From an optimization exercise on the open Yosys and OpenROAD flow, aimed at small area; shortcuts taken in it are not production practice.
In this exercise RTL edits were held to simulation tests only and were not proved equivalent to the original.
Power figures rest on the tool's default switching activity, not on a simulated workload.

--- flow/config.mk ---
export PLATFORM = sky130hd
export DESIGN_NAME = eth_rmii
export DESIGN_NICKNAME = eth_rmii
export VERILOG_FILES = /design/flow/design.v
export SDC_FILE = /design/flow/constraint.sdc
export NUM_CORES = 4
export LEC_CHECK = 0
export CAP_MARGIN = 20
export CORE_MARGIN = 2
export CORE_UTILIZATION = 70
export CTS_BUF_LIST = sky130_fd_sc_hd__clkbuf_16
export CTS_CLUSTER_DIAMETER = 100
export CTS_CLUSTER_SIZE = 24
export PLACE_DENSITY = 0.8
export SLEW_MARGIN = 20
--- flow/constraint.sdc ---
create_clock -name core_clock -period 10.0 [get_ports {rmii_clk}]
set_input_delay 2.0000 -clock core_clock [delete_from_list [all_inputs] [get_ports {rmii_clk}]]
set_output_delay 2.0000 -clock core_clock [all_outputs]
set_load 0.01 [all_outputs]
--- flow/standard.sh ---
#!/bin/bash
# synth_recipe.tcl (not shown) runs the flow's synth.tcl, then flattens the netlist and writes it again
# the make line also repeats each setting of config.mk as NAME=value (left out here)
make -C /OpenROAD-flow-scripts/flow DESIGN_CONFIG=/design/flow/config.mk WORK_HOME=/design/flow/orfs CLKGATE_MAP_FILE= SYNTH_SCRIPT=/design/flow/synth_recipe.tcl "${@:-finish}"
--- flow/design.v ---
module CRC32_D8(
	input	wire							sys_clk,
	input	wire	[7:0]					data,
	input	wire							shift,				 
	input	wire							crc_en,
	output	reg		[31:0]					crc_q,
	output	wire	[31:0]					crc_nx
);
	function [31:0] step1;
		input [31:0] c;
		input b;
	begin
		step1 = { c[30:0], 1'b0 } ^ ( ( c[31] ^ b ) ? 32'h04C1_1DB7 : 32'h0 );
	end
	endfunction
	wire	[7:0]							x = shift ? 8'h00 : crc_q[31:24] ^ { data[0], data[1], data[2], data[3], data[4], data[5], data[6], data[7] };
	wire	[31:0]							t = step1( step1( step1( step1( step1( step1( step1( step1( { x, 24'h0 }, 1'b0 ), 1'b0 ), 1'b0 ), 1'b0 ), 1'b0 ), 1'b0 ), 1'b0 ), 1'b0 );
assign		crc_nx	=	{ crc_q[23:0], { 8 { shift } } } ^ t;
always @ ( posedge sys_clk ) begin
	if ( crc_en ) begin
		crc_q <= crc_nx;
	end
end
endmodule
module CRC32_D2(
	input	wire							sys_clk,
	input	wire	[1:0]					dibit,
	input	wire							shift,
	output	reg		[31:0]					crc_q,
	output	wire	[31:0]					crc_nx
);
	function [31:0] step1;
		input [31:0] c;
		input b;
	begin
		step1 = { c[30:0], 1'b0 } ^ ( ( c[31] ^ b ) ? 32'h04C1_1DB7 : 32'h0 );
	end
	endfunction
	wire	[1:0]							x = shift ? 2'b00 : crc_q[31:30] ^ { dibit[0], dibit[1] };
	wire	[31:0]							t = step1( step1( { x, 30'h0 }, 1'b0 ), 1'b0 );
assign		crc_nx	=	{ crc_q[29:0], shift, shift } ^ t;
always @ ( posedge sys_clk ) begin
	crc_q <= crc_nx;
end
endmodule
module	rmii2gmii (
	input	wire						sys_rst_n,
	input	wire						rmii_clk,
	input	wire						rmii_rxdv,
	input	wire	[1:0]				rmii_rxdata,
	output	reg							rmii_txen,
	output	wire	[1:0]				rmii_txdata,
	output	wire						rmii_rst,
	output	reg							gmii_rxdv,
	output	reg		[7:0]				gmii_rxdata,
	input	wire						gmii_txen,
	input	wire	[7:0]				gmii_txdata,
	output	wire						gmii_txbusy,
	output	wire	[1:0]				tx_phase
);
	reg									rmii_true_rxdv;
	reg		[1:0]						rmii_true_rxdata;
	reg		[1:0]						rx_data_cnt;
	reg		[1:0]						tx_data_cnt;
	reg		[7:0]						tx_data_r;
	wire								force0	= rmii_rxdv && !rmii_true_rxdv;
	wire								tx_go	= gmii_txen && !gmii_txbusy;
assign		rmii_rst		= 1'b1;
assign		gmii_txbusy		= |tx_data_cnt;
assign		tx_phase		= tx_data_cnt;
always @ ( posedge rmii_clk or negedge sys_rst_n ) begin
	if ( !sys_rst_n ) begin
		rmii_true_rxdv <= 1'b0;
	end else if ( !rmii_rxdv ) begin
		rmii_true_rxdv <= 1'b0;
	end else if ( rmii_rxdata != 2'b0 ) begin
		rmii_true_rxdv <= 1'b1;
	end
end
always @ ( posedge rmii_clk ) begin
	rmii_true_rxdata <= rmii_rxdata;
end
always @ ( posedge rmii_clk or negedge sys_rst_n ) begin
	if ( !sys_rst_n ) begin
		rx_data_cnt <= 2'd0;
	end else if ( rmii_true_rxdv ) begin
		rx_data_cnt <= rx_data_cnt + 2'd1;
	end
end
always @ ( posedge rmii_clk or negedge sys_rst_n ) begin
	if ( !sys_rst_n ) begin
		gmii_rxdv <= 1'b0;
	end else begin
		gmii_rxdv <= force0 || ( rx_data_cnt == 2'd3 );
	end
end
always @ ( posedge rmii_clk ) begin
	if ( force0 ) begin
		gmii_rxdata <= 8'h0;
	end else begin
		case ( rx_data_cnt )
			2'd0: gmii_rxdata[1:0] <= rmii_true_rxdata;
			2'd1: gmii_rxdata[3:2] <= rmii_true_rxdata;
			2'd2: gmii_rxdata[5:4] <= rmii_true_rxdata;
			2'd3: gmii_rxdata[7:6] <= rmii_true_rxdata;
		endcase
	end
end
always @ ( posedge rmii_clk or negedge sys_rst_n ) begin
	if ( !sys_rst_n ) begin
		tx_data_cnt <= 2'd0;
	end else if ( tx_go ) begin
		tx_data_cnt <= 2'd1;
	end else if ( gmii_txbusy ) begin
		tx_data_cnt <= tx_data_cnt + 2'd1;
	end
end
always @ ( posedge rmii_clk or negedge sys_rst_n ) begin
	if ( !sys_rst_n ) begin
		rmii_txen <= 1'b0;
	end else if ( !gmii_txbusy ) begin
		rmii_txen <= gmii_txen;
	end
end
always @ ( posedge rmii_clk or negedge sys_rst_n ) begin
	if ( !sys_rst_n ) begin
		tx_data_r <= 8'h0;
	end else if ( tx_go ) begin
		tx_data_r <= gmii_txdata;
	end
end
assign	rmii_txdata	=	( tx_data_cnt == 2'd1 ) ? tx_data_r[1:0] :
						( tx_data_cnt == 2'd2 ) ? tx_data_r[3:2] :
						( tx_data_cnt == 2'd3 ) ? tx_data_r[5:4] : tx_data_r[7:6];
endmodule
module eth_arp_gmii (
	input	wire							sys_clk,
	input	wire							sys_rst_n,
	input	wire							gmii_rxdv,
	input	wire	[7:0]					gmii_rxdata,
	input	wire							gmii_txbusy,
	input	wire	[1:0]					tx_phase,
	output	reg		[7:0]					gmii_txdata,
	output	reg								arp_working
);
	parameter		BOARD_MAC_ADDR			= 48'h00_11_22_33_44_55;
	parameter		BOARD_IP_ADDR			= 32'hA9_FE_01_17;
	localparam	[47:0]	ARP_HEAD	= 48'h0001_0800_0604;
	reg		[6:0]							rx_pos;
	reg		[6:0]							rx_pos_next;
	reg										m1;						 
	reg										arp_req;				 
	reg										crc_last;				 
	reg										arp_req_true;
	reg										arp_resp;
	reg		[47:0]							mac_src;
	reg		[31:0]							ip_src;
	wire									rxdv = gmii_rxdv;
	wire	[7:0]							rxd = gmii_rxdata;
always @ ( * ) begin
	if ( rx_pos <= 7'd6 ) begin
		rx_pos_next = !rxdv ? rx_pos : ( rxd == 8'h55 ) ? rx_pos + 7'd1 : 7'd0;
	end else begin
		case ( rx_pos )
			7'd7:	rx_pos_next = !rxdv ? rx_pos : ( rxd == 8'hD5 ) ? 7'd8 : 7'd0;
			7'd14:	rx_pos_next = ( m1 || arp_req ) ? 7'd15 : 7'd0;
			7'd22:	rx_pos_next = !rxdv ? rx_pos : ( m1 && rxd == 8'h06 ) ? 7'd23 : 7'd0;
			7'd29:	rx_pos_next = m1 ? 7'd30 : 7'd0;
			7'd31:	rx_pos_next = !rxdv ? rx_pos : ( m1 && rxd == 8'h01 ) ? 7'd32 : 7'd0;
			7'd73:	rx_pos_next = !rxdv ? rx_pos : 7'd0;
			default:	rx_pos_next = ( rx_pos > 7'd73 ) ? 7'd0 : !rxdv ? rx_pos : rx_pos + 7'd1;
		endcase
	end
end
always @ ( posedge sys_clk or negedge sys_rst_n ) begin
	if ( !sys_rst_n ) begin
		rx_pos <= 7'd0;
	end else begin
		rx_pos <= rx_pos_next;
	end
end
always @ ( posedge sys_clk ) begin
	if ( rxdv ) begin
		case ( rx_pos )
			7'd8:	begin m1 <= rxd == 8'hFF; arp_req <= rxd == BOARD_MAC_ADDR[47:40]; end
			7'd9:	begin m1 <= m1 && rxd == 8'hFF; arp_req <= arp_req && rxd == BOARD_MAC_ADDR[39:32]; end
			7'd10:	begin m1 <= m1 && rxd == 8'hFF; arp_req <= arp_req && rxd == BOARD_MAC_ADDR[31:24]; end
			7'd11:	begin m1 <= m1 && rxd == 8'hFF; arp_req <= arp_req && rxd == BOARD_MAC_ADDR[23:16]; end
			7'd12:	begin m1 <= m1 && rxd == 8'hFF; arp_req <= arp_req && rxd == BOARD_MAC_ADDR[15:8]; end
			7'd13:	begin m1 <= m1 && rxd == 8'hFF; arp_req <= arp_req && rxd == BOARD_MAC_ADDR[7:0]; end
			7'd21:	m1 <= rxd == 8'h08;
			7'd23:	m1 <= rxd == 8'h00;
			7'd24:	m1 <= m1 && rxd == 8'h01;
			7'd25:	m1 <= m1 && rxd == 8'h08;
			7'd26:	m1 <= m1 && rxd == 8'h00;
			7'd27:	m1 <= m1 && rxd == 8'h06;
			7'd28:	m1 <= m1 && rxd == 8'h04;
			7'd30:	m1 <= rxd == 8'h00;
			7'd48:	arp_req <= rxd == BOARD_IP_ADDR[31:24];
			7'd49:	arp_req <= arp_req && rxd == BOARD_IP_ADDR[23:16];
			7'd50:	arp_req <= arp_req && rxd == BOARD_IP_ADDR[15:8];
			7'd51:	arp_req <= arp_req && rxd == BOARD_IP_ADDR[7:0];
			default: ;
		endcase
	end
end
always @ ( posedge sys_clk ) begin
	if ( rx_pos >= 7'd15 && rx_pos <= 7'd20 && rxdv ) begin
		mac_src <= { mac_src[39:0], rxd };
	end
	if ( rx_pos >= 7'd38 && rx_pos <= 7'd41 && rxdv ) begin
		ip_src <= { ip_src[23:0], rxd };
	end
end
	wire	[31:0]							rx_crc_q;
	wire	[31:0]							rx_crc_nx;
CRC32_D8									u1_rx_CRC32_D8 (
	.sys_clk								( sys_clk		),
	.data									( rxd			),
	.shift									( rx_pos <= 7'd6	),
	.crc_en									( rx_pos != 7'd7 && rxdv ),
	.crc_q									( rx_crc_q		),
	.crc_nx									( rx_crc_nx		)
);
always @ ( posedge sys_clk or negedge sys_rst_n ) begin
	if ( !sys_rst_n ) begin
		crc_last <= 1'b0;
		arp_req_true <= 1'b0;
		arp_resp <= 1'b0;
	end else begin
		crc_last <= rx_pos == 7'd73 && rxdv && arp_req;
		arp_req_true <= crc_last && rx_crc_q == 32'hC704_DD7B;
		arp_resp <= arp_req_true;
	end
end
	reg										tx_act;
	reg		[6:0]							tx_pos;
	reg		[47:0]							tx_des_mac;
	reg		[31:0]							tx_des_ip;
	wire									tx_go = arp_working && !gmii_txbusy;
always @ ( posedge sys_clk or negedge sys_rst_n ) begin
	if ( !sys_rst_n ) begin
		tx_act <= 1'b0;
		arp_working <= 1'b0;
	end else begin
		if ( !tx_act ) begin
			tx_act <= arp_resp;
		end else if ( tx_pos == 7'd71 && tx_go ) begin
			tx_act <= 1'b0;
		end
		arp_working <= tx_act;
	end
end
always @ ( posedge sys_clk ) begin
	if ( !tx_act ) begin
		tx_pos <= 7'd0;
	end else if ( tx_go ) begin
		tx_pos <= tx_pos + 7'd1;
	end
end
always @ ( posedge sys_clk ) begin
	if ( arp_resp ) begin
		tx_des_mac <= mac_src;
		tx_des_ip <= ip_src;
	end
end
	wire	[31:0]							tx_crc_q;
	wire	[31:0]							tx_crc_nx;
	wire									tx_crc_shift = tx_pos < 7'd8 || tx_pos >= 7'd68;
CRC32_D2									u2_tx_CRC32_D2 (
	.sys_clk								( sys_clk		),
	.dibit									( tx_phase == 2'd1 ? gmii_txdata[1:0] : tx_phase == 2'd2 ? gmii_txdata[3:2] :
											  tx_phase == 2'd3 ? gmii_txdata[5:4] : gmii_txdata[7:6] ),
	.shift									( tx_crc_shift	),
	.crc_q									( tx_crc_q		),
	.crc_nx									( tx_crc_nx		)
);
	wire	[7:0]							tx_crc_byte = ~{ tx_crc_nx[24], tx_crc_nx[25], tx_crc_nx[26], tx_crc_nx[27],
															 tx_crc_nx[28], tx_crc_nx[29], tx_crc_nx[30], tx_crc_nx[31] };
	reg		[7:0]							tx_byte;
always @ ( * ) begin
	case ( tx_pos )
		7'd6:	tx_byte = 8'hD5;
		7'd7, 7'd39:	tx_byte = tx_des_mac[47:40];
		7'd8, 7'd40:	tx_byte = tx_des_mac[39:32];
		7'd9, 7'd41:	tx_byte = tx_des_mac[31:24];
		7'd10, 7'd42:	tx_byte = tx_des_mac[23:16];
		7'd11, 7'd43:	tx_byte = tx_des_mac[15:8];
		7'd12, 7'd44:	tx_byte = tx_des_mac[7:0];
		7'd13, 7'd29:	tx_byte = BOARD_MAC_ADDR[47:40];
		7'd14, 7'd30:	tx_byte = BOARD_MAC_ADDR[39:32];
		7'd15, 7'd31:	tx_byte = BOARD_MAC_ADDR[31:24];
		7'd16, 7'd32:	tx_byte = BOARD_MAC_ADDR[23:16];
		7'd17, 7'd33:	tx_byte = BOARD_MAC_ADDR[15:8];
		7'd18, 7'd34:	tx_byte = BOARD_MAC_ADDR[7:0];
		7'd19, 7'd23:	tx_byte = 8'h08;
		7'd20, 7'd25:	tx_byte = 8'h06;
		7'd22:	tx_byte = 8'h01;
		7'd26:	tx_byte = 8'h04;
		7'd28:	tx_byte = 8'h02;
		7'd35:	tx_byte = BOARD_IP_ADDR[31:24];
		7'd36:	tx_byte = BOARD_IP_ADDR[23:16];
		7'd37:	tx_byte = BOARD_IP_ADDR[15:8];
		7'd38:	tx_byte = BOARD_IP_ADDR[7:0];
		7'd45:	tx_byte = tx_des_ip[31:24];
		7'd46:	tx_byte = tx_des_ip[23:16];
		7'd47:	tx_byte = tx_des_ip[15:8];
		7'd48:	tx_byte = tx_des_ip[7:0];
		7'd67, 7'd68, 7'd69, 7'd70:	tx_byte = tx_crc_byte;
		default:	tx_byte = 8'h00;
	endcase
end
	wire									tx_load = tx_go && !( tx_pos < 7'd6 || ( tx_pos >= 7'd50 && tx_pos < 7'd67 ) );
always @ ( posedge sys_clk ) begin
	if ( !tx_act ) begin
		gmii_txdata <= arp_resp ? 8'h55 : 8'h00;
	end else if ( tx_load ) begin
		gmii_txdata <= tx_byte;
	end
end
endmodule
module udp_gmii_rx (
	input	wire							sys_clk,
	input	wire							sys_rst_n,
	input	wire							gmii_rxdv,
	input	wire	[7:0]					gmii_rxdata,
	output	reg								udp_rxstart,
	output	reg								udp_rxend,
	output	reg								udp_rxdv,
	output	reg		[7:0]					udp_rxdata,
	output	reg		[15:0]					udp_rxamount,
	output	reg		[15:0]					udp_rxnum,
	output	reg		[47:0]					pc_mac_addr,
	output	reg		[31:0]					pc_ip_addr,
	output	reg		[15:0]					pc_port,
	output	reg								pc_valid			 
);
	parameter		BOARD_MAC_ADDR			= 48'h00_11_22_33_44_55;
	parameter		BOARD_IP_ADDR			= 32'hA9_FE_01_17;
	localparam		IDLE		= 5'd0,
					SFD			= 5'd1,
					MAC_ADDR	= 5'd2,
					TYPE		= 5'd3,
					IP_TYPE		= 5'd4,
					IP_LEN		= 5'd5,
					IP_ID		= 5'd6,
					IP_SPLIT	= 5'd7,
					IP_TTL		= 5'd8,
					IP_PROTOCOL	= 5'd9,
					IP_CHECK	= 5'd10,
					IP_ADDR		= 5'd11,
					IP_FILL		= 5'd12,
					UDP_PORT	= 5'd13,
					UDP_LEN		= 5'd14,
					UDP_CHECK	= 5'd15,
					DATA		= 5'd16,
					CRC			= 5'd17;
	reg		[4:0]							state;
	reg		[4:0]							next;
	reg		[3:0]							cnt;				 
	reg		[5:0]							cnt_network;
	reg										m;					 
	reg		[47:0]							src_mac;
	reg		[31:0]							src_ip;
	reg		[15:0]							port_len;			 
	reg		[3:0]							ihl;
	reg		[15:0]							data_rem;			 
	reg										mf;
	reg										udp_continue;
	wire									rxdv = gmii_rxdv;
	wire	[7:0]							rxd = gmii_rxdata;
	wire	[5:0]							ip_header_len = { ihl, 2'b00 };
	reg										data_passed;
	wire									data_at_last = data_rem == 16'd0;
	wire									data_reached = data_at_last || data_passed;
	wire									in_payload = state == DATA || state == UDP_PORT || state == UDP_LEN || state == UDP_CHECK;
	wire									num_ok = ( udp_rxamount >= 16'hFFF8 ) || ( udp_rxnum < udp_rxamount );
	reg		[7:0]							mac_byte;
	reg		[7:0]							ip_byte;
always @ ( * ) begin
	case ( cnt[2:0] )
		3'd0: mac_byte = BOARD_MAC_ADDR[47:40];
		3'd1: mac_byte = BOARD_MAC_ADDR[39:32];
		3'd2: mac_byte = BOARD_MAC_ADDR[31:24];
		3'd3: mac_byte = BOARD_MAC_ADDR[23:16];
		3'd4: mac_byte = BOARD_MAC_ADDR[15:8];
		default: mac_byte = BOARD_MAC_ADDR[7:0];
	endcase
	case ( cnt[1:0] )
		2'd0: ip_byte = BOARD_IP_ADDR[31:24];
		2'd1: ip_byte = BOARD_IP_ADDR[23:16];
		2'd2: ip_byte = BOARD_IP_ADDR[15:8];
		default: ip_byte = BOARD_IP_ADDR[7:0];
	endcase
end
always @ ( * ) begin
	next = state;
	case ( state )
		IDLE:			if ( cnt == 4'd6 && rxdv && rxd == 8'h55 ) next = SFD;
		SFD:			if ( rxdv ) next = ( rxd == 8'hD5 ) ? MAC_ADDR : IDLE;
		MAC_ADDR:		if ( cnt == 4'd11 && rxdv ) next = m ? TYPE : IDLE;
		TYPE:			if ( cnt[0] && rxdv ) next = ( m && rxd == 8'h00 ) ? IP_TYPE : IDLE;
		IP_TYPE:		if ( cnt[0] && rxdv ) next = m ? IP_LEN : IDLE;
		IP_LEN:			if ( cnt[0] && rxdv ) next = IP_ID;
		IP_ID:			if ( cnt[0] && rxdv ) next = IP_SPLIT;
		IP_SPLIT:		if ( cnt[0] && rxdv ) next = IP_TTL;
		IP_TTL:			if ( rxdv ) next = IP_PROTOCOL;
		IP_PROTOCOL:	if ( rxdv ) next = ( rxd == 8'd17 ) ? IP_CHECK : IDLE;
		IP_CHECK:		if ( cnt[0] && rxdv ) next = IP_ADDR;
		IP_ADDR:		if ( cnt == 4'd7 && rxdv ) next = !udp_continue ? UDP_PORT : ( cnt_network < ip_header_len - 1 ) ? IP_FILL : DATA;
		IP_FILL:		next = ( cnt_network >= ip_header_len - 1 && rxdv ) ? ( udp_continue ? DATA : UDP_PORT ) : IP_ADDR;
		UDP_PORT:		if ( !m ) next = IDLE; else if ( cnt[1:0] == 2'd3 && rxdv ) next = UDP_LEN;
		UDP_LEN:		if ( cnt[0] && rxdv ) next = UDP_CHECK;
		UDP_CHECK:		if ( cnt[0] && rxdv ) next = DATA;
		DATA:			if ( data_reached && rxdv && cnt_network >= 6'd45 ) next = CRC;
		CRC:			if ( cnt[1:0] == 2'd3 && rxdv ) next = IDLE;
		default:		next = IDLE;
	endcase
end
always @ ( posedge sys_clk or negedge sys_rst_n ) begin
	if ( !sys_rst_n ) begin
		state <= IDLE;
	end else begin
		state <= next;
	end
end
always @ ( posedge sys_clk or negedge sys_rst_n ) begin
	if ( !sys_rst_n ) begin
		cnt <= 4'd0;
	end else if ( next != state ) begin
		cnt <= 4'd0;
	end else if ( state == IDLE && rxdv && rxd != 8'h55 ) begin
		cnt <= 4'd0;
	end else if ( rxdv && !( state == DATA && cnt[0] ) ) begin
		cnt <= cnt + 4'd1;				 
	end
end
always @ ( posedge sys_clk ) begin
	if ( state == IDLE || state == SFD || state == MAC_ADDR || state == TYPE || state == CRC ) begin
		cnt_network <= 6'd0;
	end else if ( cnt_network == 6'd63 ) begin
		cnt_network <= 6'd63;
	end else if ( rxdv ) begin
		cnt_network <= cnt_network + 6'd1;
	end
end
always @ ( posedge sys_clk ) begin
	if ( in_payload ) begin
		if ( rxdv && data_at_last ) begin
			data_passed <= 1'b1;
		end
	end else begin
		data_passed <= 1'b0;
	end
end
always @ ( posedge sys_clk ) begin
	if ( state == IP_LEN && rxdv ) begin
		if ( !cnt[0] ) begin
			data_rem[15:8] <= rxd;
		end else begin
			data_rem <= { data_rem[15:8], rxd } - ip_header_len - 16'd1;
		end
	end else if ( in_payload && rxdv ) begin
		data_rem <= data_rem - 16'd1;
	end
end
always @ ( posedge sys_clk ) begin
	if ( rxdv ) begin
		case ( state )
			MAC_ADDR:	if ( cnt < 4'd6 ) m <= ( cnt == 4'd0 || m ) && rxd == mac_byte;
			TYPE:		m <= rxd == 8'h08;
			IP_TYPE:	m <= rxd[7:4] == 4'h4;
			IP_ADDR:	if ( cnt[2] ) m <= ( cnt[1:0] == 2'd0 || m ) && rxd == ip_byte;
			default: ;
		endcase
	end
end
always @ ( posedge sys_clk ) begin
	if ( rxdv ) begin
		if ( state == MAC_ADDR && cnt >= 4'd6 ) begin
			src_mac <= { src_mac[39:0], rxd };
		end
		if ( state == IP_ADDR && !cnt[2] ) begin
			src_ip <= { src_ip[23:0], rxd };
		end
		if ( ( state == UDP_PORT && !cnt[1] ) || state == UDP_LEN ) begin
			port_len <= { port_len[7:0], rxd };
		end
		if ( state == IP_TYPE && !cnt[0] ) begin
			ihl <= rxd[3:0];
		end
		if ( state == IP_SPLIT && !cnt[0] ) begin
			mf <= rxd[5];
		end
	end
end
	wire									pc_refresh = state == UDP_LEN && !cnt[0] && rxdv;
always @ ( posedge sys_clk or negedge sys_rst_n ) begin
	if ( !sys_rst_n ) begin
		pc_valid <= 1'b0;
	end else if ( pc_refresh ) begin
		pc_valid <= 1'b1;
	end
end
always @ ( posedge sys_clk ) begin
	if ( pc_refresh ) begin
		pc_mac_addr <= src_mac;
		pc_ip_addr <= src_ip;
		pc_port <= port_len;
	end
end
always @ ( posedge sys_clk or negedge sys_rst_n ) begin
	if ( !sys_rst_n ) begin
		udp_rxdata <= 8'h0;
		udp_rxstart <= 1'b0;
		udp_rxend <= 1'b0;
		udp_rxdv <= 1'b0;
		udp_rxamount <= 16'd0;
		udp_rxnum <= 16'd0;
		udp_continue <= 1'b0;
	end else begin
		if ( state == DATA ) begin
			udp_rxdata <= rxd;
		end
		udp_rxstart <= !udp_continue && state == DATA && !cnt[0] && rxdv;
		udp_rxend <= !mf && state == DATA && data_at_last && rxdv;
		udp_rxdv <= state == DATA && rxdv && num_ok;
		if ( state == UDP_CHECK ) begin
			udp_rxamount <= port_len - 16'd8;
		end
		if ( udp_rxstart ) begin
			udp_rxnum <= 16'd1;
		end else if ( state == CRC && !num_ok ) begin
			udp_rxnum <= 16'd0;
		end else if ( state == DATA && rxdv && num_ok ) begin
			udp_rxnum <= udp_rxnum + 16'd1;
		end
		if ( state == CRC ) begin
			udp_continue <= mf;
		end
	end
end
endmodule
module udp_gmii_tx(
	input	wire							sys_clk,
	input	wire							sys_rst_n,
	input	wire							gmii_txbusy,
	input	wire	[1:0]					tx_phase,
	output	wire							gmii_txen,
	output	reg		[7:0]					gmii_txdata,
	input	wire							udp_txstart,
	input	wire	[15:0]					udp_txamount,
	input	wire	[7:0]					udp_txdata,
	output	wire							udp_txreq,
	output	reg								udp_txbusy,
	input	wire	[47:0]					pc_mac_r,
	input	wire	[31:0]					pc_ip_r,
	input	wire	[15:0]					pc_port_r,
	input	wire							pc_valid
);
	wire	[47:0]							pc_mac_addr = pc_mac_r;
	wire	[31:0]							pc_ip_addr = pc_ip_r;
	wire	[15:0]							pc_port = pc_port_r;
	parameter		BOARD_MAC_ADDR			= 48'h00_11_22_33_44_55;
	parameter		BOARD_IP_ADDR			= 32'hA9_FE_01_17;
	localparam		IDLE		= 3'd0,
					HDR			= 3'd1,
					DATA		= 3'd2,
					CRC			= 3'd3,
					WAIT		= 3'd4;
	reg		[2:0]							state;
	reg		[2:0]							next;
	reg		[10:0]							cnt;				 
	reg		[15:0]							ip_id;
	reg		[15:0]							ip_checksum;
	reg		[15:0]							udp_rest;
	reg										udp_continue;
	reg										mf;
	reg		[12:0]							offset;
	wire									go = gmii_txen && !gmii_txbusy;
	wire									start = udp_txstart && !udp_txbusy;
	wire									rest_big = udp_rest > 16'd1480;
	wire	[15:0]							ip_data_len = rest_big ? 16'd1500 : udp_rest + 16'd20;
	wire	[15:0]							cnt_next = { 5'd0, cnt } + 16'd1;
	wire									rest_reached = cnt_next >= udp_rest;
	wire									data_end = rest_big ? ( cnt >= 11'd1479 ) : ( udp_rest < 16'd26 ) ? ( cnt >= 11'd25 ) : rest_reached;
assign		gmii_txen		=	state != IDLE && state != WAIT;
assign		udp_txreq		=	( ( state == HDR && ( cnt[5:0] == 6'd41 && udp_continue || cnt[5:0] == 6'd49 ) ) ||
								  ( state == DATA && ( udp_rest == 16'd0 || !rest_reached ) && cnt < 11'd1479 ) ) && go;
always @ ( * ) begin
	next = state;
	case ( state )
		IDLE:			if ( start || udp_continue ) next = HDR;
		HDR:			if ( ( cnt[5:0] == 6'd41 && udp_continue || cnt[5:0] == 6'd49 ) && go ) next = DATA;
		DATA:			if ( data_end && go ) next = CRC;
		CRC:			if ( cnt[1:0] == 2'd3 && go ) next = WAIT;
		WAIT:			if ( cnt[4:0] == 5'd31 ) next = IDLE;
		default:		next = IDLE;
	endcase
end
always @ ( posedge sys_clk or negedge sys_rst_n ) begin
	if ( !sys_rst_n ) begin
		state <= IDLE;
	end else begin
		state <= next;
	end
end
always @ ( posedge sys_clk ) begin
	if ( next != state ) begin
		cnt <= ( state == HDR && !udp_continue ) ? 11'd8 : 11'd0;
	end else if ( go || state == WAIT ) begin
		cnt <= cnt + 11'd1;
	end
end
always @ ( posedge sys_clk or negedge sys_rst_n ) begin
	if ( !sys_rst_n ) begin
		udp_txbusy <= 1'b0;
		ip_id <= 16'd0;
		udp_continue <= 1'b0;
	end else begin
		if ( udp_txstart ) begin
			udp_txbusy <= 1'b1;
		end else if ( state == IDLE && !udp_continue ) begin
			udp_txbusy <= 1'b0;
		end
		if ( start ) begin
			ip_id <= ip_id + 16'd1;
		end
		if ( state == DATA ) begin
			udp_continue <= rest_big;
		end
	end
end
	wire									sum_first = state == HDR && cnt[5:3] == 3'd0;
	wire	[17:0]							sum = ( sum_first ? ( rest_big ? 16'h3603 : 16'h303B ) : ip_checksum ) +
												  ( sum_first ? ( rest_big ? 16'h0 : udp_rest ) : pc_valid ? pc_ip_addr[31:16] : 16'h0 ) +
												  ( sum_first ? ip_id : pc_valid ? pc_ip_addr[15:0] : 16'h0 );
	wire	[16:0]							sum1 = sum[17:16] + sum[15:0];
always @ ( posedge sys_clk ) begin
	if ( start ) begin
		udp_rest <= udp_txamount + 16'd8;
	end else if ( state == CRC && cnt[1:0] == 2'd0 && go && rest_big ) begin
		udp_rest <= udp_rest - 16'd1480;
	end
	if ( state == HDR && cnt[5:0] == 6'd21 && go ) begin
		mf <= rest_big;
		offset <= udp_continue ? offset + 13'd185 : 13'd0;
	end
	if ( ( state == HDR && cnt[5:0] == 6'd29 || sum_first ) && go ) begin
		ip_checksum <= sum1[15:0] + sum1[16];
	end
end
	wire	[31:0]							crc_q;
	wire	[31:0]							crc_nx;
CRC32_D2									u1_CRC32_D2 (
	.sys_clk								( sys_clk		),
	.dibit									( tx_phase == 2'd1 ? gmii_txdata[1:0] : tx_phase == 2'd2 ? gmii_txdata[3:2] :
											  tx_phase == 2'd3 ? gmii_txdata[5:4] : gmii_txdata[7:6] ),
	.shift									( sum_first || state == CRC	),
	.crc_q									( crc_q			),
	.crc_nx									( crc_nx		)
);
	reg		[7:0]							tx_byte;
always @ ( * ) begin
	tx_byte = 8'h00;
	case ( state )
		HDR: begin
			case ( cnt[5:0] )
				6'd6:	tx_byte = 8'hD5;
				6'd7:	tx_byte = pc_mac_addr[47:40];
				6'd8:	tx_byte = pc_mac_addr[39:32];
				6'd9:	tx_byte = pc_mac_addr[31:24];
				6'd10:	tx_byte = pc_mac_addr[23:16];
				6'd11:	tx_byte = pc_mac_addr[15:8];
				6'd12:	tx_byte = pc_mac_addr[7:0];
				6'd13:	tx_byte = BOARD_MAC_ADDR[47:40];
				6'd14:	tx_byte = BOARD_MAC_ADDR[39:32];
				6'd15:	tx_byte = BOARD_MAC_ADDR[31:24];
				6'd16:	tx_byte = BOARD_MAC_ADDR[23:16];
				6'd17:	tx_byte = BOARD_MAC_ADDR[15:8];
				6'd18:	tx_byte = BOARD_MAC_ADDR[7:0];
				6'd19:	tx_byte = 8'h08;
				6'd21:	tx_byte = 8'h45;
				6'd23:	tx_byte = ip_data_len[15:8];
				6'd24:	tx_byte = ip_data_len[7:0];
				6'd25:	tx_byte = ip_id[15:8];
				6'd26:	tx_byte = ip_id[7:0];
				6'd27:	tx_byte = { 2'b00, mf, offset[12:8] };
				6'd28:	tx_byte = offset[7:0];
				6'd29:	tx_byte = 8'h40;
				6'd30:	tx_byte = 8'd17;
				6'd31:	tx_byte = ~ip_checksum[15:8];
				6'd32:	tx_byte = ~ip_checksum[7:0];
				6'd33:	tx_byte = BOARD_IP_ADDR[31:24];
				6'd34:	tx_byte = BOARD_IP_ADDR[23:16];
				6'd35:	tx_byte = BOARD_IP_ADDR[15:8];
				6'd36:	tx_byte = BOARD_IP_ADDR[7:0];
				6'd37:	tx_byte = pc_ip_addr[31:24];
				6'd38:	tx_byte = pc_ip_addr[23:16];
				6'd39:	tx_byte = pc_ip_addr[15:8];
				6'd40:	tx_byte = pc_ip_addr[7:0];
				6'd41:	tx_byte = udp_continue ? udp_txdata : pc_port[15:8];
				6'd42:	tx_byte = pc_port[7:0];
				6'd43:	tx_byte = pc_port[15:8];
				6'd44:	tx_byte = pc_port[7:0];
				6'd45:	tx_byte = udp_rest[15:8];
				6'd46:	tx_byte = udp_rest[7:0];
				6'd49:	tx_byte = udp_txdata;
				default:	tx_byte = 8'h00;
			endcase
		end
		DATA, CRC:		tx_byte = ( state == DATA && !data_end ) ? udp_txdata : ( state == CRC && cnt[1:0] == 2'd3 ) ? 8'h00 :
									  ~{ crc_nx[24], crc_nx[25], crc_nx[26], crc_nx[27], crc_nx[28], crc_nx[29], crc_nx[30], crc_nx[31] };
		default: ;
	endcase
end
	wire									pc_sel = ( state == HDR && ( ( cnt[5:0] >= 6'd7 && cnt[5:0] <= 6'd12 ) ||
																		 ( cnt[5:0] >= 6'd37 && cnt[5:0] <= 6'd40 ) ||
																		 ( cnt[5:0] >= 6'd41 && cnt[5:0] <= 6'd44 && !udp_continue ) ) );
	wire	[7:0]							tx_byte_v = ( pc_sel && !pc_valid ) ? 8'h00 : tx_byte;
	wire									tx_load = go && !( state == HDR && cnt[5:0] < 6'd6 );
always @ ( posedge sys_clk ) begin
	if ( state == IDLE ) begin
		gmii_txdata <= ( udp_txstart || udp_continue ) ? 8'h55 : 8'h00;
	end else if ( state == WAIT ) begin
		gmii_txdata <= 8'h00;
	end else if ( tx_load ) begin
		gmii_txdata <= tx_byte_v;
	end
end
endmodule
module eth_rmii(
	input	wire						sys_rst_n,
	input	wire						rmii_clk,
	input	wire						rmii_rxdv,
	input	wire	[1:0]				rmii_rxdata,
	output	wire						rmii_txen,
	output	wire	[1:0]				rmii_txdata,
	output	wire						rmii_rst,
	output	wire						udp_rxstart,
	output	wire						udp_rxend,
	output	wire						udp_rxdv,
	output	wire	[7:0]				udp_rxdata,
	output	wire	[15:0]				udp_rxamount,
	output	wire	[15:0]				udp_rxnum,
	input	wire						udp_txstart,
	input	wire	[15:0]				udp_txamount,
	input	wire	[7:0]				udp_txdata,
	output	wire						udp_txreq,
	output	wire						udp_txbusy
);
	wire								gmii_rxdv;
	wire	[7:0]						gmii_rxdata;
	wire								gmii_txen;
	wire	[7:0]						gmii_txdata;
	wire								gmii_txbusy;
	wire	[1:0]						tx_phase;
	wire	[7:0]						arp_gmii_txdata;
	wire								arp_working;
	wire								udp_gmii_txen;
	wire	[7:0]						udp_gmii_txdata;
	wire	[47:0]						pc_mac_addr;
	wire	[31:0]						pc_ip_addr;
	wire	[15:0]						pc_port;
	wire								pc_valid;
rmii2gmii								u1_rmii2gmii (
	.sys_rst_n							( sys_rst_n			),
	.rmii_clk							( rmii_clk			),
	.rmii_rxdv							( rmii_rxdv			),
	.rmii_rxdata						( rmii_rxdata		),
	.rmii_txen							( rmii_txen			),
	.rmii_txdata						( rmii_txdata		),
	.rmii_rst							( rmii_rst			),
	.gmii_rxdv							( gmii_rxdv			),
	.gmii_rxdata						( gmii_rxdata		),
	.gmii_txen							( gmii_txen			),
	.gmii_txdata						( gmii_txdata		),
	.gmii_txbusy						( gmii_txbusy		),
	.tx_phase							( tx_phase			)
);
eth_arp_gmii							u2_eth_arp_gmii (
	.sys_clk							( rmii_clk			),
	.sys_rst_n							( sys_rst_n			),
	.gmii_rxdv							( gmii_rxdv			),
	.gmii_rxdata						( gmii_rxdata		),
	.gmii_txbusy						( gmii_txbusy		),
	.tx_phase							( tx_phase			),
	.gmii_txdata						( arp_gmii_txdata	),
	.arp_working						( arp_working		)
);
udp_gmii_rx								u3_udp_gmii_rx (
	.sys_clk							( rmii_clk			),
	.sys_rst_n							( sys_rst_n			),
	.gmii_rxdv							( gmii_rxdv			),
	.gmii_rxdata						( gmii_rxdata		),
	.udp_rxstart						( udp_rxstart		),
	.udp_rxend							( udp_rxend			),
	.udp_rxdv							( udp_rxdv			),
	.udp_rxdata							( udp_rxdata		),
	.udp_rxamount						( udp_rxamount		),
	.udp_rxnum							( udp_rxnum			),
	.pc_mac_addr						( pc_mac_addr		),
	.pc_ip_addr							( pc_ip_addr		),
	.pc_port							( pc_port			),
	.pc_valid							( pc_valid			)
);
udp_gmii_tx								u4_udp_gmii_tx (
	.sys_clk							( rmii_clk			),
	.sys_rst_n							( sys_rst_n			),
	.gmii_txbusy						( gmii_txbusy		),
	.tx_phase							( tx_phase			),
	.gmii_txen							( udp_gmii_txen		),
	.gmii_txdata						( udp_gmii_txdata	),
	.udp_txstart						( udp_txstart		),
	.udp_txamount						( udp_txamount		),
	.udp_txdata							( udp_txdata		),
	.udp_txreq							( udp_txreq			),
	.udp_txbusy							( udp_txbusy		),
	.pc_mac_r							( pc_mac_addr		),
	.pc_ip_r							( pc_ip_addr		),
	.pc_port_r							( pc_port			),
	.pc_valid							( pc_valid			)
);
assign		gmii_txdata		=	arp_working ? arp_gmii_txdata :
								udp_txbusy ? udp_gmii_txdata : 8'h0;
assign		gmii_txen		=	arp_working || ( udp_txbusy && udp_gmii_txen );
endmodule
--- flow/flow/run.sh ---
#!/bin/bash
# Layout flow: the standard flow (standard.sh) with three changes.
#  1. Synthesis maps the logic for area: no full/half adder cell extraction
#     (ADDER_MAP_FILE empty) and ABC's default mapping script instead of the
#     ORFS speed script. Every step before ABC is the standard one, so the
#     registers are the standard synthesis's, with the same names and cells.
#  2. The port buffers use the smallest buffer cell.
# Each tool's full output goes to standard.log in this folder (plus ORFS's own logs).
set -euo pipefail
HERE=$(pwd)
sed -e 's#^\(\s*\)log_cmd abc {\*}$abc_args#\1log_cmd abc {*}$lib_args {*}$lib_dont_use_args#' \
  "$FLOW_HOME/scripts/synth.tcl" > "$HERE/synth_area.tcl"
grep -q 'log_cmd abc {\*}$lib_args {\*}$lib_dont_use_args' "$HERE/synth_area.tcl"
sed -e "s#source \$::env(SCRIPTS_DIR)/synth.tcl#source $HERE/synth_area.tcl#" synth_recipe.tcl > "$HERE/synth_recipe_area.tcl"
grep -q "source $HERE/synth_area.tcl" "$HERE/synth_recipe_area.tcl"
sed -e "s#SYNTH_SCRIPT=[^ ]*#SYNTH_SCRIPT=$HERE/synth_recipe_area.tcl#" standard.sh > "$HERE/standard_area.sh"
grep -q "SYNTH_SCRIPT=$HERE/synth_recipe_area.tcl" "$HERE/standard_area.sh"
export ADDER_MAP_FILE=
export BUFFER_PORTS_ARGS="-buffer_cell sky130_fd_sc_hd__buf_1"
bash "$HERE/standard_area.sh" > standard.log 2>&1
==> results of run 1 <==
metrics by stage:
step / total power [W] / cell area (um2) / utilization, % / setup slack [ns]
finish: 0.00843 / 32100 / 76.6 / 0.693
global route: 0.00877 / 32100 / 76.6 / 0.0743
CTS: 0.00835 / 32100 / 76.6 / 0.744
detailed placement: 0.00695 / 31200 / 74.4 / 0.790
global placement: 0.00681 / 31200 / 74.4 / 1.06
floorplan: 0.00599 / 29800 / - / 0.0179
cell usage after synthesis, types with 29 or more instances:
cell type	count	share of area, %
edfxtp_1	481	49
nand2_1	277	3.5
nor2_1	206	2.6
o21ai_0	157	2.6
xnor2_1	139	4.1
a21oi_1	130	2.2
dfrtp_1	102	8.6
nor3_1	101	1.7
xor2_1	93	2.7
dfxtp_1	88	5.9
nand3_1	68	1.1
a22oi_1	55	1.4
clkinv_1	49	0.62
nand4_1	44	0.92
nand2b_1	43	0.90
a221oi_1	31	0.91
and2_0	31	0.65
a31oi_1	29	0.61
nor2b_1	29	0.61
routing by layer:
layer / share of wire [%] / up-vias / global-route usage (%)
met5: 0.028 / - / 0
met4: 4.5 / 4 / 13.8
met3: 11 / 308 / 6.72
met2: 46 / 1654 / 59.5
met1: 38 / 10903 / 51.5
li1: - / 9827 / -
registers in the layout, indices dropped and copies added, names as in the netlist, 32 cells and up:
register	count
u2_eth_arp_gmii.mac_src	48
u2_eth_arp_gmii.u1_rx_CRC32_D8.crc_q	32
u3_udp_gmii_rx.src_mac	48
u2_eth_arp_gmii.ip_src	32
u2_eth_arp_gmii.tx_des_mac	48
u3_udp_gmii_rx.pc_mac_addr	48
u2_eth_arp_gmii.u2_tx_CRC32_D2.crc_q	32
u2_eth_arp_gmii.tx_des_ip	32
u3_udp_gmii_rx.pc_ip_addr	32
u4_udp_gmii_tx.u1_CRC32_D2.crc_q	32
u3_udp_gmii_rx.src_ip	32
final cells by class:
cell class | instances | area, um2 | share of cell area [%]
tap | 539 | 674 | 2.10
clock buffer | 31 | 776 | 2.41
timing repair buffer | 133 | 713 | 2.22
antenna | 1 | 2.50 | 0.00779
multi-input combinational | 1788 | 10900 | 34.0
sequential | 671 | 18800 | 58.4
clock inverter | 26 | 111 | 0.347
inverter | 49 | 184 | 0.572
cell families (layout without fill, tap and decap cells):
| kind of cell | Yosys count | after routing | synth area share [%] |
|---|---|---|---|
| fa+ha+maj | 24 | 24 | 0.807 |
| xor+xnor | 232 | 232 | 6.83 |
| buf+inv | 50 | 239 | 0.643 |
| mux | 19 | 19 | 0.908 |
| simple gates | 917 | 917 | 14.7 |
| other cells | 1 | 2 | 0.0126 |
| compound gates | 595 | 595 | 13.0 |
| flops | 671 | 671 | 63.0 |
final timing paths:
kind	from	endpoint	slack [ns]	cells after the start
worst min-delay path	u2_eth_arp_gmii.u2_tx_CRC32_D2.crc_q[18]	u2_eth_arp_gmii.u2_tx_CRC32_D2.crc_q[20]	0.33	0
min in group asynchronous	sys_rst_n	u2_eth_arp_gmii.tx_act	1.42	1
worst min register to register	u2_eth_arp_gmii.u2_tx_CRC32_D2.crc_q[18]	u2_eth_arp_gmii.u2_tx_CRC32_D2.crc_q[20]	0.33	0
max in group asynchronous	sys_rst_n	u3_udp_gmii_rx.udp_rxamount[12]	7.22	2
worst max register to register	u4_udp_gmii_tx.udp_rest[4]	u4_udp_gmii_tx.ip_checksum[15]	0.69	31
worst max-delay path	u4_udp_gmii_tx.udp_rest[4]	u4_udp_gmii_tx.ip_checksum[15]	0.69	31
cells in the final DEF, fill, tap and decap left out, drive strengths merged, types with 9 or more instances in the layout:
cell type,Yosys,layout
a2111oi,12,12
a211oi,15,15
a21o,19,19
a21oi,130,130
a221oi,31,31
a222oi,16,16
a22o,17,17
a22oi,55,55
a31oi,29,29
and2,31,31
and3,24,24
buf,1,132
clkbuf,0,32
clkinv,49,49
dfrtp,102,102
dfxtp,88,88
edfxtp,481,481
inv,0,25
maj3,24,24
mux2i,9,9
nand2,277,277
nand2b,43,43
nand3,68,68
nand4,44,44
nor2,206,206
nor2b,29,29
nor3,101,101
nor4,24,24
o211ai,10,10
o21a,20,20
o21ai,157,157
o22ai,15,15
o31ai,14,14
or2,15,15
or3,18,18
or4,9,9
xnor2,139,139
xor2,93,93
report_power, final:
part	total, W	switching, W	internal, W
clock	0.00141	0.000828	0.000578
combinational	0.00310	0.00198	0.00112
sequential	0.00393	0.000346	0.00358
total	0.00843	0.00315	0.00528
worst reg2reg max path: cells and delay by family, from the launching register on:
kind | cells | cell delay, ns
DFF | 1 | 0.39
buffers and inverters | 4 | 0.81
xor gates and xnor gates | 1 | 0.11
AOI/OAI and AO/OA | 10 | 2.70
adders and majority gates | 9 | 3.72
and+or+nand+nor | 7 | 1.33
==> run summary, run 1 <==
CP Class=reg -> reg; Mapped Avg Cell Area=11.9 um2; Starting Density=71.0%; cts bufs inserted=31; main flop type after synthesis=edfxtp_1; asr flop ratio synth=15.2%; Gates resized, CTS repair=0; placed insts=3180; CTS max path bufs=3; Cell variety after synth=69; Hold Slack=0.327 ns; first-pass GRT wire length=125 mm; drt via density=7.01; # rows=75; relative slew slack=21.7%; non-filler instance count after layout=3238; clk_lat worst skew=0.63 ns; layout cells sized above 1=4.19%; Max IR drop VDD=0.526 mV; crit end category=flip-flop; wire per inst=25.6 um; Worst Path Required=10.37 ns; clock sinks=671; # hold bufs at CTS=0; Root Driver=clkbuf_16; Die Area=44200 um2; Max Fclk=107 MHz; slowest CP cell=a2111oi_0; CTS tree=yes; slowest cell delay on critical path=0.49 ns; vias in the first global route=21438; DR iter-0 viols=3552; routed via count=22696; fillers=2624; setup bufs post-CTS=0; P&R area growth vs syn=7.96%; Gate Count Post-Synth=2509; chip height=210 um; GRT overflow=0; Arr. time, crit path=9.68 ns; Slew Limit Fails=0; deepest level of the CTS H-tree=1; FF+latch count, synth=671; Hold Vio Cnt, Final=0; Hold Path Class=reg -> reg; Post-Syn Area=29800 um2; Final #Nets=2704; RSZ-0062 raised after global routing=false; DRT Pass-1 Iters=10; clock-pin slew of the registers on the worst-case setup and hold paths=0.10 ns; Detail Placement HPWL=58.8 mm; CP bufs+invs=4; IO Count=79; most frequent CP cell=maj3_1; initial antenna violation count=2; Ys Warns=6; Pwr Density=262 nW/um2; Routed Antenna Nets=0; PortBufs=77; Post-synth EDFFs=481; Tmin final=9.31 ns; cell family with most CP delay=adder cells; maxcap violations=0; CORE AREA=41900 um2; P_leak=11.1 nW; largest net degree at the start of global routing=82; startpoint class of the critical path=flip-flop; final WL=82.9 mm; Residual DRC=0; Post-Syn Nets=2539; Worst Path Max Fanout=14; outcome=no timing/DRC/antenna violations; Worst-Margin Slew=1.16 ns; period utilization=93.1%; routability cong.=1.01; Sum Neg Setup Slack=0 ns; final setup violation count=0; Die Wd=210 um; Seq/Total Area, Yosys=63.0%; gr usage total=37.1%; Setup Skew=0.0202 ns
==> run 2, diff against run 1 <==
--- a/flow/config.mk
+++ b/flow/config.mk
@@ -12,4 +12,3 @@
 export CTS_CLUSTER_DIAMETER = 100
 export CTS_CLUSTER_SIZE = 24
-export PLACE_DENSITY = 0.8
 export SLEW_MARGIN = 20
==> run 2 against run 1 <==
Compared with the run above: via count shrank 0.27%; flip-flop and latch count is the same; worst hold slack improved by 0.0046 ns; synthesized cell count stayed put; sequential share of layout area decreased by 0.26 points; clock skew increased by 0.0063 ns; setup slack better by 0.042 ns; sequential power barely moved; synthesized area is the same; largest cell class unchanged.
==> run summary, run 2 <==
initial antenna violation count=2 (unchanged); CTS tree=yes (unchanged); startpoint class of the critical path=flip-flop (unchanged); IO Count=79 (unchanged); commonest non-fill, non-tap cells in the layout=481 x edfxtp_1, 277 x nand2_1, 203 x nor2_1 (unchanged); Net Sw Power=0.00324 W (was 0.00315 W); Seq/Total Area, Yosys=63.0% (unchanged); Setup Skew=0.0265 ns (was 0.0202 ns); Post-synth EDFFs=481 (unchanged); sequential share of power=45.7% (was 46.6%); chip height=210 um (unchanged); setup bufs post-CTS=0 (unchanged); placed insts=3182 (was 3180); clock power share=17.9% (was 16.7%); number of diodes=0 (was 1); slowest cell delay on critical path=0.55 ns (was 0.49 ns); first-pass GRT wire length=126 mm (was 125 mm); largest net degree at the start of global routing=82 (unchanged); # hold bufs at CTS=0 (unchanged); most frequent CP cell=maj3_1 (unchanged); Post-Syn Area=29800 um2 (unchanged); routed via count=22635 (was 22696); maxcap violations=0 (unchanged); CTS max path bufs=3 (unchanged); clock-pin slew of the registers on the worst-case setup and hold paths=0.10 ns (about the same); crit end category=flip-flop (unchanged); Hold Vio Cnt, Final=0 (unchanged); Die Wd=210 um (unchanged); GRT overflow=0 (unchanged); clock sinks=671 (unchanged); Arr. time, crit path=9.62 ns (was 9.68 ns); asr flop ratio synth=15.2% (unchanged); GR peak layer=met2 (unchanged); non-filler instance count after layout=3244 (was 3238); Gate Count Post-Synth=2509 (unchanged); Worst-Margin Slew=1.20 ns (was 1.16 ns); wire per inst=25.5 um (was 25.6 um); final WL=82.8 mm (was 82.9 mm); Cell variety after synth=69 (unchanged); RSZ-0062 raised after global routing=false (unchanged); slowest CP cell=a2111oi_0 (unchanged); main flop type after synthesis=edfxtp_1 (unchanged); final setup violation count=0 (unchanged); top cells by count, synth=481 x edfxtp_1, 277 x nand2_1, 206 x nor2_1 (unchanged); DRT Pass-1 Iters=7 (was 10); CP Class=reg -> reg (unchanged); Area contributors post-synth=edfxtp_1 49%, dfrtp_1 8.6%, dfxtp_1 5.9%, xnor2_1 4.1%, nand2_1 3.5% (unchanged); cts bufs inserted=34 (was 31); Root Driver=clkbuf_16 (unchanged); Pwr Density=266 nW/um2 (was 262 nW/um2); Final #Nets=2709 (was 2704); outcome=no timing/DRC/antenna violations (unchanged); Hold Path Class=reg -> reg (unchanged); met1 GRT Util=52.5% (was 51.5%); FF+latch count, synth=671 (unchanged); period utilization=92.7% (was 93.1%); routability cong.=1.06 (was 1.01); GR Util met2=59.5% (about the same); layout cells sized above 1=4.51% (was 4.19%); Tmin final=9.27 ns (was 9.31 ns); Starting Density=71.0% (unchanged); most common cell after layout, fill and taps aside=edfxtp_1 (unchanged); Detail Placement HPWL=57.6 mm (was 58.8 mm); Post-Syn Nets=2539 (unchanged); CORE AREA=41900 um2 (unchanged); GR Layer Usage met3=6.94% (was 6.72%); gr usage total=37.6% (was 37.1%); switching share of power=37.7% (was 37.4%); Max Fclk=108 MHz (was 107 MHz); relative slew slack=19.3% (was 21.7%); DR iter-0 viols=3214 (was 3552); Die Area=44200 um2 (unchanged); Mapped Avg Cell Area=11.9 um2 (unchanged); Gates resized, CTS repair=0 (unchanged); Synth area leader=edfxtp_1 (unchanged); Slew Limit Fails=0 (unchanged); P_leak=11.2 nW (was 11.1 nW); Ys Warns=6 (unchanged); vias in the first global route=21454 (was 21438); top cell type's share of synthesized area=48.5% (unchanged); clk_lat worst skew=0.60 ns (was 0.63 ns); Residual DRC=0 (unchanged); Worst Path Max Fanout=5 (was 14); Gate power share=36.5% (was 36.7%); drt via density=6.98 (was 7.01); most common cell in the netlist=edfxtp_1 (unchanged); cell-internal power=0.00536 W (was 0.00528 W); P&R area growth vs syn=8.43% (was 7.96%); Max IR drop VDD=0.602 mV (was 0.526 mV); # rows=75 (unchanged); Routed Antenna Nets=0 (unchanged); Sum Neg Setup Slack=0 ns (unchanged); deepest level of the CTS H-tree=2 (was 1); Worst Path Required=10.36 ns (was 10.37 ns); PortBufs=77 (unchanged)
run 2: cell types whose count changed in the layout (fill, tap and decap cells not counted), moves of 2 or more:
| cell | before | now |
|---|---|---|
| clkbuf_16 | 31 | 35 |
| inv_1 | 25 | 22 |
| buf_4 | 56 | 58 |
| clkinv_8 | 0 | 2 |
run 2: cells by family after synthesis:
kind of cell | Yosys count | share of synthesized area, %
mux | 19 | 0.908
flops | 671 | 63.0
simple gates | 917 | 14.7
xor+xnor | 232 | 6.83
compound gates | 595 | 13.0
buf+inv | 50 | 0.643
other cells | 1 | 0.0126
fa+ha+maj | 24 | 0.807
run 2: cell type report:
class                   instances  area (um2)
clock buffers                  35         876
multi-input cells            1788       10900
repair buffers                135         728
inverters                      49         184
well taps                     539         674
fillers                      2527        9670
clock inverters                27         146
flip-flops and latches        671       18800
run 2: critical path: cells and delay by family (launching register included):
kind	cells	cell delay (ns)
AO/OA/AOI/OAI	10	2.85
XOR/XNOR	1	0.09
adder cells (fa/ha/maj)	9	3.73
buffers and inverters	3	0.64
flip-flops	1	0.42
AND/OR/NAND/NOR	7	1.30
run 2: stage by stage:
step	util (%)	power, W	cell area, um2	hold WS [ns]	setup slack, ns
final	76.9	0.00860	32300	0.331	0.735
after global routing	76.9	0.00894	32300	0.342	0.198
after CTS	76.9	0.00850	32300	0.331	0.849
after detailed placement	74.5	0.00693	31200	0.314	0.901
after global placement	74.5	0.00681	31200	0.315	0.933
after floorplan	-	0.00599	29800	0.310	0.0179
run 2: worst paths after layout:
check | startpoint | end | slack [ns] | cells after the start
min in group asynchronous | sys_rst_n | u1_rmii2gmii.tx_data_r[6] | 1.41 | 1
worst max-delay path | u4_udp_gmii_tx.udp_rest[4] | u4_udp_gmii_tx.ip_checksum[15] | 0.73 | 30
worst min register to register | u4_udp_gmii_tx.u1_CRC32_D2.crc_q[13] | u4_udp_gmii_tx.u1_CRC32_D2.crc_q[15] | 0.33 | 0
worst max register to register | u4_udp_gmii_tx.udp_rest[4] | u4_udp_gmii_tx.ip_checksum[15] | 0.73 | 30
max in group asynchronous | sys_rst_n | u2_eth_arp_gmii.arp_resp | 7.10 | 2
worst min-delay path | u4_udp_gmii_tx.u1_CRC32_D2.crc_q[13] | u4_udp_gmii_tx.u1_CRC32_D2.crc_q[15] | 0.33 | 0
run 2: power by group through the flow:
stage          registers, W  logic, W  clock network (W)
6_report            0.00393   0.00314            0.00154
5_1_grt             0.00396   0.00335            0.00163
4_1_cts             0.00391   0.00305            0.00154
3_5_place_dp        0.00397   0.00296                  0
3_3_place_gp        0.00394   0.00287                  0
2_1_floorplan       0.00393   0.00206                  0
run 2: metal layers:
metal / part of all wire (%) / routed length (um) / up-vias
li1: - / - / 9860
met1: 38 / 31600 / 10896
met2: 46 / 38100 / 1593
met3: 11 / 9390 / 282
met4: 4.4 / 3650 / 4
met5: 0.053 / 44 / -
==> run 3, diff against run 2 <==
--- a/flow/config.mk
+++ b/flow/config.mk
@@ -11,4 +11,5 @@
 export CTS_BUF_LIST = sky130_fd_sc_hd__clkbuf_16
 export CTS_CLUSTER_DIAMETER = 100
-export CTS_CLUSTER_SIZE = 24
+export CTS_CLUSTER_SIZE = 27
+export PLACE_DENSITY = 0.8
 export SLEW_MARGIN = 20
==> run 3 against run 2 <==
Compared with the run above: still clean; worst hold slack lost 0.0052 ns; synthesized cell count is the same; sequential power is essentially flat; design area shrank 0.64%; fmax shrank 0.61%; clock skew grew 0.011 ns; global-route usage shrank 0.40 points.
==> run summary, run 3 <==
outcome=no timing/DRC/antenna violations (unchanged); Tmin final=9.32 ns (was 9.27 ns); Setup Skew=0.0378 ns (was 0.0265 ns); largest net degree at the start of global routing=82 (unchanged); final WL=82.7 mm (was 82.8 mm); Cell variety after synth=69 (unchanged); Worst Path Max Fanout=14 (was 5); R2R cell count=31 (was 30); Root Driver=clkbuf_16 (unchanged); top cells by count, synth=481 x edfxtp_1, 277 x nand2_1, 206 x nor2_1 (unchanged); Sum Neg Setup Slack=0 ns (unchanged); chip height=210 um (unchanged); non-filler instance count after layout=3233 (was 3244); clock-pin slew of the registers on the worst-case setup and hold paths=0.12 ns (was 0.10 ns); sequential share of power=46.8% (was 45.7%); asr flop ratio synth=15.2% (unchanged); slowest cell delay on critical path=0.48 ns (was 0.55 ns); routed via count=22539 (was 22635); switching share of power=37.7% (about the same); Post-Syn Nets=2539 (unchanged); Detail Placement HPWL=58.8 mm (was 57.6 mm); period utilization=93.2% (was 92.7%); Crit Reg-Reg Startpoint=u4_udp_gmii_tx.udp_rest[4] (unchanged); Residual DRC=0 (unchanged); Final Util=76.4% (was 76.9%); Gate Count Post-Synth=2509 (unchanged); slowest CP cell=a2111oi_0 (unchanged); Synth area leader=edfxtp_1 (unchanged); routability cong.=1.01 (was 1.06); Post-Syn Area=29800 um2 (unchanged); Mapped Avg Cell Area=11.9 um2 (unchanged); CTS max path bufs=3 (unchanged); Slew Limit Fails=0 (unchanged); DRT Pass-1 Iters=6 (was 7); layout cells sized above 1=4.16% (was 4.51%); Final #Nets=2701 (was 2709); Routed Antenna Nets=0 (unchanged); relative slew slack=25.9% (was 19.3%); gr usage total=37.2% (was 37.6%); initial antenna violation count=0 (was 2); PortBufs=77 (unchanged); Hold Slack=0.326 ns (was 0.331 ns); CP Class=reg -> reg (unchanged); Post-synth EDFFs=481 (unchanged); worst setup margin=0.678 ns (was 0.735 ns); setup bufs post-CTS=0 (unchanged); FF+latch count, synth=671 (unchanged); Ys Warns=6 (unchanged); Hold Path Class=reg -> reg (unchanged); clock power share=16.1% (was 17.9%); maxcap violations=0 (unchanged); CTS tree=yes (unchanged); Max IR drop VDD=0.534 mV (was 0.602 mV); P&R area growth vs syn=7.73% (was 8.43%); IO Count=79 (unchanged); wire per inst=25.6 um (was 25.5 um); RSZ-0062 raised after global routing=false (unchanged); most frequent CP cell=maj3_1 (unchanged); first-pass GRT wire length=125 mm (was 126 mm); Seq/Total Area, Yosys=63.0% (unchanged); clock sinks=671 (unchanged); cts bufs inserted=28 (was 34); Die Area=44200 um2 (unchanged); Net Sw Power=0.00316 W (was 0.00324 W); P_leak=11.1 nW (was 11.2 nW); crit end category=flip-flop (unchanged); most common cell after layout, fill and taps aside=edfxtp_1 (unchanged); drt via density=6.97 (was 6.98); Worst Path Required=10.38 ns (was 10.36 ns); DR iter-0 viols=3582 (was 3214); CORE AREA=41900 um2 (unchanged); GRT overflow=0 (unchanged); Gate power share=37.1% (was 36.5%); CP startpoint=u4_udp_gmii_tx.udp_rest[4] (unchanged); deepest level of the CTS H-tree=1 (was 2); startpoint class of the critical path=flip-flop (unchanged); Arr. time, crit path=9.71 ns (was 9.62 ns); # hold bufs at CTS=0 (unchanged); vias in the first global route=21482 (was 21454); crit path to=u4_udp_gmii_tx.ip_checksum[15] (unchanged); most common cell in the netlist=edfxtp_1 (unchanged); Pwr Density=262 nW/um2 (was 266 nW/um2); commonest non-fill, non-tap cells in the layout=481 x edfxtp_1, 277 x nand2_1, 203 x nor2_1 (unchanged); Hold Vio Cnt, Final=0 (unchanged); # rows=75 (unchanged); reg-to-reg critical path endpoint=u4_udp_gmii_tx.ip_checksum[15] (unchanged); top cell type's share of synthesized area=48.5% (unchanged); clk_lat worst skew=0.64 ns (was 0.60 ns); Area contributors post-synth=edfxtp_1 49%, dfrtp_1 8.6%, dfxtp_1 5.9%, xnor2_1 4.1%, nand2_1 3.5% (unchanged); Die Wd=210 um (unchanged); Max Fclk=107 MHz (was 108 MHz); Gates resized, CTS repair=0 (unchanged); final setup violation count=0 (unchanged); fillers=2628 (was 2527); Starting Density=71.0% (unchanged); Worst-Margin Slew=1.10 ns (was 1.20 ns); pre-CTS WS=0.790 ns (was 0.901 ns); main flop type after synthesis=edfxtp_1 (unchanged); R2R setup slack=0.68 ns (was 0.73 ns); cell-internal power=0.00523 W (was 0.00536 W); placed insts=3180 (was 3182)
==> run 3: cell counts after synthesis <==
Identical to the previous run, type by type.
==> run 3: logic make-up after synthesis <==
group	synth area share, %
AO/OA/AOI/OAI	13.0
flip-flops	63.0
buffers and inverters	0.643
AND/OR/NAND/NOR	14.7
other	0.0126
multiplexers	0.908
adder cells (fa/ha/maj)	0.807
XOR/XNOR	6.83
==> run 3: final cells by class <==
cell class | count | area [um2] | share of cell area, %
Timing Repair Buffer | 133 | 713 | 2.22
Inverter | 49 | 184 | 0.574
Tap cell | 539 | 674 | 2.10
Clock buffer | 29 | 726 | 2.26
Sequential cell | 671 | 18800 | 58.5
Multi-Input combinational cell | 1788 | 10900 | 34.1
Antenna cell | 1 | 2.50 | 0.00780
Clock inverter | 23 | 86.3 | 0.269
==> run 3: worst min-delay path by stage <==
stage                                              from                                        to  slack (ns)  cells after the start
6_report           u4_udp_gmii_tx.u1_CRC32_D2.crc_q[12]      u4_udp_gmii_tx.u1_CRC32_D2.crc_q[14]        0.33                      0
3_5_place_dp   u2_eth_arp_gmii.u2_tx_CRC32_D2.crc_q[17]  u2_eth_arp_gmii.u2_tx_CRC32_D2.crc_q[19]        0.32                      0
4_1_cts            u4_udp_gmii_tx.u1_CRC32_D2.crc_q[13]      u4_udp_gmii_tx.u1_CRC32_D2.crc_q[15]        0.34                      0
3_3_place_gp       u4_udp_gmii_tx.u1_CRC32_D2.crc_q[13]      u4_udp_gmii_tx.u1_CRC32_D2.crc_q[15]        0.32                      0
2_1_floorplan  u2_eth_arp_gmii.u2_tx_CRC32_D2.crc_q[12]  u2_eth_arp_gmii.u2_tx_CRC32_D2.crc_q[14]        0.31                      0
5_1_grt        u2_eth_arp_gmii.u2_tx_CRC32_D2.crc_q[13]  u2_eth_arp_gmii.u2_tx_CRC32_D2.crc_q[15]        0.35                      0
==> run 3: critical path: cells and delay by family (launching register included) <==
family | cells | cell delay [ns]
flip-flops | 1 | 0.41
buffers and inverters | 4 | 0.82
XOR/XNOR | 1 | 0.11
AND/OR/NAND/NOR | 7 | 1.33
adder cells (fa/ha/maj) | 9 | 3.75
AO/OA/AOI/OAI | 10 | 2.68
==> run 3: stage by stage <==
stage	area (um2)	power, W
2_1_floorplan	29800	0.00599
3_3_place_gp	31200	0.00681
3_5_place_dp	31200	0.00695
4_1_cts	32000	0.00831
5_1_grt	32100	0.00873
6_report	32100	0.00840
==> run 3: power groups by stage <==
stage / Sequential [W] / Combinational [W] / Clock, W
2_1_floorplan: 0.00393 / 0.00206 / 0
3_3_place_gp: 0.00395 / 0.00287 / 0
3_5_place_dp: 0.00397 / 0.00298 / 0
4_1_cts: 0.00392 / 0.00304 / 0.00136
5_1_grt: 0.00397 / 0.00333 / 0.00144
6_report: 0.00393 / 0.00311 / 0.00135
==> run 3: routing by layer <==
metal | up-vias | wire length [um] | track usage (%)
met5 | - | 0 | 0
met4 | 0 | 3370 | 12.5
met3 | 261 | 9220 | 6.21
met2 | 1592 | 38600 | 60.2
met1 | 10860 | 31500 | 51.9
li1 | 9826 | - | -
==> run 4, diff against run 3 <==
--- a/flow/config.mk
+++ b/flow/config.mk
@@ -12,4 +12,3 @@
 export CTS_CLUSTER_DIAMETER = 100
 export CTS_CLUSTER_SIZE = 27
-export PLACE_DENSITY = 0.8
 export SLEW_MARGIN = 20
==> run 4 against run 3 <==
Compared with the run above: still clean; first-iteration DRC count down 5.2%; wire length down 1.4%; via count down 0.50%; sequential share of layout area down 0.096 points; core utilization up 0.13 points; sequential power about the same; synthesized cell count unchanged; worst hold slack better by 0.0094 ns; die area unchanged; power up 0.18%; critical endpoint unchanged; largest power group unchanged; highest routed layer is now met5.
==> run summary, run 4 <==
outcome=no timing/DRC/antenna violations (unchanged); Hold Path Class=reg -> reg (unchanged); P_leak=11.1 nW (about the same); main flop type after synthesis=edfxtp_1 (unchanged); Slew Limit Fails=0 (unchanged); Top Layer Used=met5 (was met4); HP Start=u2_eth_arp_gmii.u2_tx_CRC32_D2.crc_q[18] (was u4_udp_gmii_tx.u1_CRC32_D2.crc_q[12]); Die Wd=210 um (unchanged); commonest non-fill, non-tap cells in the layout=481 x edfxtp_1, 277 x nand2_1, 203 x nor2_1 (unchanged); Worst Path Max Fanout=5 (was 14); Post-synth EDFFs=481 (unchanged); slowest CP cell=a2111oi_0 (unchanged); placed insts=3182 (was 3180); fillers=2562 (was 2628); Residual DRC=0 (unchanged); drt via density=6.93 (was 6.97); IO Count=79 (unchanged); Root Driver=clkbuf_16 (unchanged); cts bufs inserted=29 (was 28); vias in the first global route=21128 (was 21482); Tmin final=9.31 ns (was 9.32 ns); most common cell in the netlist=edfxtp_1 (unchanged); routability cong.=1.06 (was 1.01); slowest cell delay on critical path=0.57 ns (was 0.48 ns); met2 WL=37.7 mm (was 38.6 mm); Final #Nets=2704 (was 2701); DR iter-0 viols=3395 (was 3582); Cell variety after synth=69 (unchanged); CP startpoint=u4_udp_gmii_tx.udp_rest[4] (unchanged); top cells by count, synth=481 x edfxtp_1, 277 x nand2_1, 206 x nor2_1 (unchanged); Max IR drop VDD=0.595 mV (was 0.534 mV); PortBufs=77 (unchanged); Hold Vio Cnt, Final=0 (unchanged); Starting Density=71.0% (unchanged); setup bufs post-CTS=0 (unchanged); most common cell after layout, fill and taps aside=edfxtp_1 (unchanged); Setup Skew=0.0291 ns (was 0.0378 ns); Post-Syn Nets=2539 (unchanged); Synth area leader=edfxtp_1 (unchanged); routed via count=22427 (was 22539); DRT Pass-1 Iters=9 (was 6); switching share of power=37.5% (was 37.7%); M1 WL=31.3 mm (was 31.5 mm); sequential share of power=46.7% (was 46.8%); asr flop ratio synth=15.2% (unchanged); first-pass GRT wire length=124 mm (was 125 mm); CTS max path bufs=3 (unchanged); Worst Path Required=10.36 ns (was 10.38 ns); FF+latch count, synth=671 (unchanged)
==> run 4: cell counts after synthesis <==
No cell type changed its count.
==> run 4: logic make-up (layout without fill, tap and decap cells) <==
kind of cell               Yosys count  in the layout  synth area share [%]
and+or+nand+nor                    917            917                  14.7
DFF                                671            671                  63.0
AOI/OAI and AO/OA                  595            595                  13.0
xor gates and xnor gates           232            232                  6.83
buffers and inverters               50            237                 0.643
adders and majority gates           24             24                 0.807
muxes                               19             19                 0.908
other                                1              3                0.0126
==> run 4: worst paths after layout <==
kind,end,cells past startpoint
min in group asynchronous,u1_rmii2gmii.tx_data_r[4],1
hold / removal,u2_eth_arp_gmii.u2_tx_CRC32_D2.crc_q[20],0
max in group asynchronous,u2_eth_arp_gmii.arp_resp,2
setup / recovery,u4_udp_gmii_tx.ip_checksum[15],30
setup reg to reg,u4_udp_gmii_tx.ip_checksum[15],30
hold reg to reg,u2_eth_arp_gmii.u2_tx_CRC32_D2.crc_q[20],0
==> run 4: critical path, delay by kind of cell, from the launching register on <==
kind / cells / cell delay [ns]
and+or+nand+nor: 7 / 1.31
adders and majority gates: 9 / 3.72
xor gates and xnor gates: 1 / 0.10
AOI/OAI and AO/OA: 10 / 2.89
DFF: 1 / 0.43
buffers and inverters: 3 / 0.65
==> run 4: power by group through the flow <==
stage / clock (W) / combinational, W / sequential [W]
after floorplan: 0 / 0.00206 / 0.00393
after global placement: 0 / 0.00287 / 0.00394
after detailed placement: 0 / 0.00296 / 0.00397
after CTS: 0.00139 / 0.00302 / 0.00391
after global routing: 0.00147 / 0.00331 / 0.00396
final: 0.00139 / 0.00310 / 0.00393
==> run 4: area by class of cell <==
cell class	count	area, um2	area share [%]
tap	539	674	2.10
multi-input combinational	1788	10900	33.9
clock inverter	23	111	0.347
clock buffer	30	751	2.34
timing repair buffer	135	728	2.27
sequential	671	18800	58.4
inverter	49	184	0.573
antenna	2	5.00	0.0156
==> run 4: metal layers <==
layer | vias up | GRT usage (%)
li1 | 9835 | -
met1 | 10844 | 52.3
met2 | 1481 | 58.7
met3 | 265 | 5.91
met4 | 2 | 12.2
met5 | - | 0
==> run 4: stage by stage <==
stage / worst slack (ns) / hold slack (ns) / total power [W] / cell area, um2 / util [%]
after floorplan: 0.0179 / 0.310 / 0.00599 / 29800 / -
after global placement: 0.933 / 0.315 / 0.00681 / 31200 / 74.5
after detailed placement: 0.901 / 0.314 / 0.00693 / 31200 / 74.5
after CTS: 0.844 / 0.336 / 0.00832 / 32100 / 76.5
after global routing: 0.193 / 0.343 / 0.00875 / 32100 / 76.6
final: 0.689 / 0.335 / 0.00841 / 32100 / 76.6
